Context: an optimization exercise on an open-source flow, tuned for small area, a short achievable clock period and few clock cycles per item. The choices shown serve that exercise and are no tape-out recipe.
Function was checked by simulation only, so behaviour that the tests miss may differ from the original.

### run.sh
#!/bin/bash
# synth_recipe.tcl (not shown) runs the flow's synth.tcl, then flattens the netlist and writes it again
# the make line also repeats each setting of config.mk as NAME=value (left out here)
make -C /OpenROAD-flow-scripts/flow DESIGN_CONFIG=/design/flow/config.mk WORK_HOME=/design/flow/orfs CLKGATE_MAP_FILE= SYNTH_SCRIPT=/design/flow/synth_recipe.tcl finish
### config.mk
export PLATFORM = sky130hd
export DESIGN_NAME = sin
export DESIGN_NICKNAME = sin
export VERILOG_FILES = /design/flow/design.v
export SDC_FILE = /design/flow/constraint.sdc
export NUM_CORES = 4
export LEC_CHECK = 0
export CAP_MARGIN = 20
export CORE_MARGIN = 2
export CORE_UTILIZATION = 40
export SLEW_MARGIN = 20
### constraint.sdc
create_clock -name core_clock -period 9.5 [get_ports {clk}]
set_input_delay 1.9000 -clock core_clock [delete_from_list [all_inputs] [get_ports {clk}]]
set_output_delay 1.9000 -clock core_clock [all_outputs]
set_load 0.01 [all_outputs]
### design.v
module sin_coeff_lut #(parameter WIDTH = 16, parameter DEPTH = 8) (
    input  logic [$clog2(DEPTH)-1:0] addr,
    output logic [WIDTH-1:0]         data
);
logic  [WIDTH-1:0] data_temp;
always_comb begin 
    case (addr)
        0: data_temp = 16'h7FFF; 
        1: data_temp = 16'h1555; 
        2: data_temp = 16'h0666; 
        3: data_temp = 16'h030B; 
        4: data_temp = 16'h01C4; 
        5: data_temp = 16'h0126; 
        6: data_temp = 16'h00D1; 
        7: data_temp = 16'h009A; 
        default: data_temp = 16'h0000;
    endcase
end
assign data = data_temp;
endmodule
module sin_controller (
    input  logic        clk,
    input  logic        rst_n,
    input  logic        start,
    input  logic        co,
    output logic        done,
    output logic        load_xpowertwo,
    output logic        init_xpowertwo,
    output logic        load_mult_reg,
    output logic        init_mult_reg,
    output logic        load_result,
    output logic        init_result,
    output logic        inc_counter,
    output logic        init_counter,
    output logic        sel_mult_in
);
typedef enum logic [2:0] {
    idle,
    starting,
    init,
    mult1,
    mult2,
    add_sub
} state_t;
state_t current_state, next_state;
always_ff @(posedge clk or negedge rst_n) begin
    if (!rst_n) begin
        current_state <= idle;
    end else begin
        current_state <= next_state;
    end
end
always_comb begin
    next_state = idle;
    case (current_state)
        idle: next_state = start ? starting : idle;
        starting: next_state = start ? starting : init;
        init: next_state = mult1;
        mult1: next_state = mult2;
        mult2: next_state = add_sub;
        add_sub: next_state = co ? idle : mult1;
        default: next_state = idle;
    endcase
end
always_comb begin
    load_xpowertwo = 1'b0;
    init_xpowertwo = 1'b0;
    load_mult_reg = 1'b0;
    init_mult_reg = 1'b0;
    load_result = 1'b0;
    init_result = 1'b0;
    inc_counter = 1'b0;
    init_counter = 1'b0;
    sel_mult_in = 1'b0;
    done = 1'b0;
    case (current_state)
        idle: begin
            done = 1'b1;
            init_counter = 1'b1; 
            init_xpowertwo = 1'b1; 
        end
        starting: begin
            done = 1'b0;
        end
        init: begin
            init_mult_reg = 1'b1; 
            init_result = 1'b1;
            inc_counter = 1'b1;
            load_xpowertwo = 1'b1; 
        end
        mult1: begin
            load_mult_reg = 1'b1; 
            sel_mult_in = 1'b1;   
        end
        mult2: begin
            load_mult_reg = 1'b1; 
            sel_mult_in = 1'b0;   
        end
        add_sub: begin
            load_result = 1'b1;   
            inc_counter = 1'b1;
        end
        default: begin
            load_xpowertwo = 1'b0;
            init_xpowertwo = 1'b0;
            load_mult_reg = 1'b0;
            init_mult_reg = 1'b0;
            load_result = 1'b0;
            init_result = 1'b0;
            inc_counter = 1'b0;
            init_counter = 1'b0;
            sel_mult_in = 1'b0;
            done = 1'b0;
        end
    endcase
end
endmodule
module sin_datapath (
    input  logic                    clk,
    input  logic                    rst_n,
    input  logic                    load_xpowertwo,
    input  logic                    init_xpowertwo,
    input  logic                    load_mult_reg,
    input  logic                    init_mult_reg,
    input  logic                    load_result,
    input  logic                    init_result,
    input  logic                    inc_counter,
    input  logic                    init_counter,
    input  logic                    sel_mult_in,
    output logic                    co,
    input  logic [15:0]             x,
    output logic [15:0]             result
); 
logic [15:0] x_reg;
logic [15:0] xpowertwo_reg;
logic [15:0] mult_reg, mult_out,muxout;
logic [15:0] add_sub_out;
logic        add_sub;
logic [15:0] result_reg;
logic [2:0]  counter;
logic [15:0] coeff;
logic [31:0] xpowertwo, mult;
sin_coeff_lut #(.WIDTH(16), .DEPTH(8)) lut (
    .addr(counter),
    .data(coeff)
);
always_ff @(posedge clk or negedge rst_n) begin
    if (!rst_n) begin
        xpowertwo_reg <= 16'h0000;
    end else if (init_xpowertwo) begin
        xpowertwo_reg <= 16'h0000;
    end else if (load_xpowertwo) begin
        xpowertwo_reg <= xpowertwo[30:15];
    end
end
assign xpowertwo = x * x;
always_ff @(posedge clk or negedge rst_n) begin
    if (!rst_n) begin
        mult_reg <= 16'h0000;
    end else if (init_mult_reg) begin
        mult_reg <= x;
    end else if (load_mult_reg) begin
        mult_reg <= mult_out;
    end
end
always_ff @(posedge clk or negedge rst_n) begin
    if (!rst_n) begin
        result_reg <= 16'h0000;
    end else if (init_result) begin
        result_reg <= x;
    end else if (load_result) begin
        result_reg <= add_sub_out;
    end
end
always_ff @(posedge clk or negedge rst_n) begin
    if (!rst_n) begin
        counter <= 3'b000;
    end else if (init_counter) begin
        counter <= 3'b000;
    end else if (inc_counter) begin
        counter <= counter + 1;
    end
end 
assign co = &counter;
assign add_sub = counter[0];
assign muxout = (sel_mult_in) ? coeff : xpowertwo_reg;
assign mult = mult_reg * muxout;
assign add_sub_out = (~add_sub) ? (result_reg + mult_reg) : (result_reg - mult_reg);
assign mult_out = mult[30:15];
assign result = result_reg;
endmodule
module sin (
    input  logic        clk,
    input  logic        rst_n,
    input  logic [15:0] x,
    input  logic        start,
    output logic [15:0] result,
    output logic        done
);
logic        load_xpowertwo;
logic        init_xpowertwo;
logic        load_mult_reg;
logic        init_mult_reg;
logic        load_result;
logic        init_result;
logic        inc_counter;
logic        init_counter;
logic        sel_mult_in;
logic        co;
sin_controller controller (
    .clk(clk),
    .rst_n(rst_n),
    .start(start),
    .co(co),
    .done(done),
    .load_xpowertwo(load_xpowertwo),
    .init_xpowertwo(init_xpowertwo),
    .load_mult_reg(load_mult_reg),
    .init_mult_reg(init_mult_reg),
    .load_result(load_result),
    .init_result(init_result),
    .inc_counter(inc_counter),
    .init_counter(init_counter),
    .sel_mult_in(sel_mult_in)
);
sin_datapath datapath (
    .clk(clk),
    .rst_n(rst_n),
    .load_xpowertwo(load_xpowertwo),
    .init_xpowertwo(init_xpowertwo),
    .load_mult_reg(load_mult_reg),
    .init_mult_reg(init_mult_reg),
    .load_result(load_result),
    .init_result(init_result),
    .inc_counter(inc_counter),
    .init_counter(init_counter),
    .sel_mult_in(sel_mult_in),
    .co(co),
    .x(x),
    .result(result)
);
endmodule
==> reports/summary.md <==
In the final design database the tool counted 2656 nets. Max-cap violations in this run came to 0. For the count of pins over their slew limit, the log shows 0.

After layout, the minimum clock period comes to 8.34 ns. The library cell appearing most often on the critical path was sky130_fd_sc_hd__fa_1. After clock tree synthesis, the repair step resized 0 gates.

No sink is reached through more buffers than the 2 on the longest clock path. The number of warnings printed during yosys synthesis is 3. The congestion estimate from routability-driven global placement came to 0.871. The die width is 218 um.

The category of the most critical setup path was primary input to flop. Measured along the y axis, the die boundary spans 218 um. The run finished with no timing, DRC or antenna violations.

The post-synthesis net count was 2665; the synthesized instance count was 2070. The die covers 47600 um^2. Synthesized area divided by synthesized cell count: 8.85 um^2.

The tools report the kind of start point of the critical path as a primary input. Of all nets on the critical path, the largest fanout is 8. The clock arrives with 0.00854 ns of skew. Hold repair after CTS inserted 0 buffers. The first-pass GRT wire length was 79300 um.

The leftover overflow at the end of global routing came out at 0. The insertion delay to the later sink of the worst-skew pair was 0.30 ns; the pin slew with the least headroom to its limit was 0.970 ns. For the count of unresolved DRC violations after routing, the log shows 0.

Counting every sink on the clock net gives 54. Once detailed placement completed, the half-perimeter wirelength came to 38700 um. In this run, distinct cell masters in the synthesized netlist total 62. Input and output buffers added on the ports amount to 35. Summing every instance area after synthesis gives 18300 um^2. The clock transition at the register clock pins on the worst setup and hold paths after CTS was 0.07 ns; the antenna diode instance count was 0.

For the initial antenna violation count, the log shows 0. The total number of vias was 13600; the iteration count of the initial detailed-routing pass was 5. The tools report the TritonCTS buffer count as 5. The total global routing track utilization was 21.0%; the worst slew margin relative to its limit was 35.3%.

Walking the worst path, the cells encountered are clkdlybuf4s50_1 > nand2_1 > fa_1 > inv_1 > fa_1 > fa_1 > fa_1 > inv_1 > fa_1 > fa_1 > inv_1 > ha_1 > a211oi_2 > a32oi_1 > and4_1 > o21a_1 > o21ai_2 > a21oi_1 > or3_1 > and4_1 > a221o_1. Fill cells in the final layout number 4478. Routed wire length: 47500 um.

Commonest register cell after synthesis: sky130_fd_sc_hd__dfrtp_1. Setup violations remaining at the end of the flow were counted as 0. In this run, synthesis produced a sequential element count of 54.

For the sum of negative setup slack, the log shows 0 ns. The share of cells above drive strength 1 is 3.44%. The master of the slowest instance on the critical path was sky130_fd_sc_hd__clkdlybuf4s50_1.

For this configuration, the core starts out at a cell density of 40.5%. In the finished design, the share of the clock period the worst path needs comes to 87.8%. For this run, the slowest stage of the critical path takes 0.85 ns. The critical path arrival is 8.53 ns. Of all flip-flops after synthesis, the portion carrying an async set or reset was 100%. STA puts the critical path data required time at 9.69 ns. The final count of hold timing violations was 0. The min-delay analysis places its worst path in the category flop to flop. Dividing the detail-routed wire length by the instance count gives 17.8 um.

The run gives 15000 as the via count of the first global-routing pass. The number of setup buffers added after CTS is 0. Total I/O pin count: 36. The run gives 2 as the H-tree depth. Setup repair after global routing left no endpoint under its margin. Root buffer cell: sky130_fd_sc_hd__clkbuf_16. The synthesized design contains 0 enable-type register cells. TritonCTS built the clock tree.

The area added between synthesis and finish came out at 6.77%. The via density per instance is 5.12, and the largest net degree at the start of global routing is 55. The initialized floorplan defines 78 standard-cell rows.

The floorplan step defined a core boundary enclosing 45300 um^2. The antenna violation net count after detailed routing is 0, and the share of synthesized area occupied by flip-flops and latches is 7.37%. The tools report the final design utilization as 43.2%. The first routing iteration left 648 violations. Static timing analysis puts the maximum clock frequency at 0.120 GHz. STA classifies the critical path endpoint as a flop.
-- cell usage in the layout, fill, tap and decap left out, drive strengths merged, types with 3 or more instances in the layout --
cell           instances
inv                  491
or3                    7
nor2b                 34
a31oi                  8
ha                   219
nand4                  5
fa                   357
nand3                 11
nor4                   4
a221oi                 3
o21bai                 3
nand2                243
mux2i                  4
nor2                  77
clkdlybuf4s50         34
and4                   3
or2                    7
clkbuf                 5
buf                   38
dfrtp                 54
and3                  11
and2                 127
o21a                   8
xnor2                 46
o211ai                 7
a21oi                 45
a22oi                 27
o31ai                  9
xor2                  21
a22o                   5
nor3                  15
nand2b                12
o21ai                 55
a21o                  31
a211oi                11
-- final timing paths --
check	startpoint	to	slack, ns	depth (start not counted)
setup reg to reg	datapath.counter[0]$_DFFE_PN0P_	datapath.mult_reg[11]$_DFFE_PN0P_	1.44	25
hold / removal	datapath.xpowertwo_reg[1]$_DFFE_PN0P_	datapath.xpowertwo_reg[1]$_DFFE_PN0P_	0.49	2
max in group asynchronous	rst_n	datapath.result_reg[3]$_DFFE_PN0P_	7.27	2
min in group asynchronous	rst_n	datapath.result_reg[13]$_DFFE_PN0P_	1.73	2
setup / recovery	x[3]	datapath.xpowertwo_reg[15]$_DFFE_PN0P_	1.16	21
hold reg to reg	datapath.xpowertwo_reg[1]$_DFFE_PN0P_	datapath.xpowertwo_reg[1]$_DFFE_PN0P_	0.49	2
-- layout make-up --
type | instances | area, um^2 | share of cell area [%]
inverters | 490 | 1840 | 9.40
clock buffers | 5 | 125 | 0.639
well taps | 600 | 751 | 3.84
clock inverters | 3 | 43.8 | 0.224
flip-flops and latches | 54 | 1350 | 6.90
repair buffers | 72 | 623 | 3.18
multi-input cells | 1438 | 14800 | 75.8
-- worst max-delay path, delay by kind of cell --
family          cells  cell delay [ns]
fa+ha+maj           7             3.43
buf+inv             4             1.00
simple gates        4             1.06
compound gates      6             1.12
-- synth_stat cells, types with 12 or more instances --
cell | instances | area (um^2)
sky130_fd_sc_hd__ha_1 | 219 | 2740
sky130_fd_sc_hd__inv_1 | 490 | 1840
sky130_fd_sc_hd__a22oi_1 | 27 | 203
sky130_fd_sc_hd__xnor2_1 | 46 | 403
sky130_fd_sc_hd__xor2_1 | 21 | 184
sky130_fd_sc_hd__and2_1 | 127 | 795
sky130_fd_sc_hd__nor3_1 | 14 | 70.1
sky130_fd_sc_hd__fa_1 | 357 | 7150
sky130_fd_sc_hd__dfrtp_1 | 54 | 1350
sky130_fd_sc_hd__a21oi_1 | 45 | 225
sky130_fd_sc_hd__nor2_1 | 76 | 285
sky130_fd_sc_hd__nand2b_1 | 12 | 75.1
sky130_fd_sc_hd__o21ai_0 | 44 | 220
sky130_fd_sc_hd__nor2b_1 | 34 | 213
sky130_fd_sc_hd__nand2_1 | 243 | 912
sky130_fd_sc_hd__a21o_1 | 31 | 233
sky130_fd_sc_hd__clkbuf_1 | 80 | 300
-- routing by layer --
layer  global-route usage, %  part of all wire [%]  up-vias
li1                        -                     -     6279
met1                    29.0                    45     6936
met2                    36.7                    49      357
met3                    1.21                   4.2       52
met4                    4.13                   1.7        0
met5                       0                     0        -
-- stage by stage --
step                hold slack (ns)  cells  cell area (um^2)  setup slack [ns]
finish                        0.488   2662             19600              1.16
global route                  0.515   2662             19600             0.843
CTS                           0.489   2662             19600              1.15
detailed placement            0.472   2654             19400             0.833
global placement              0.461   2654             19400             0.890
floorplan                     0.438   2070             18300              1.75
-- logic make-up after synthesis --
group,share of synthesized area (%)
AOI/OAI and AO/OA,8.30
buffers and inverters,11.9
DFF,7.37
and+or+nand+nor,14.9
adders and majority gates,53.9
xor gates and xnor gates,3.20
muxes,0.341
Testbench counts, summed over its fixed seeds: cycles 9,216, items 384.

==> static timing again, ports no longer ideal <==
In the flow no input, the clock included, has a driving cell. The finished layout below was timed again as built, in two steps. Step 1, drivers: a clkbuf_16 drives clk and a buf_2 each remaining input, both assumed. Step 2, shift: input delay + t, output delay - t, t = (earliest + latest rising clock arrival at the registers) / 2. This alone moves slack from input paths to output paths. Slacks: no drivers / after step 1 / after step 2; pairs: no drivers / after step 1.
shift t [ns]: 0.336
setup slack, ns: 1.164 / 1.126 / 0.790
worst register clock-pin slew, ns: 0.08 / 0.08
After both steps setup and hold are still met in this run. For this run, drivers alone change the setup slack by -0.038 ns; drivers and shift together by -0.374 ns.
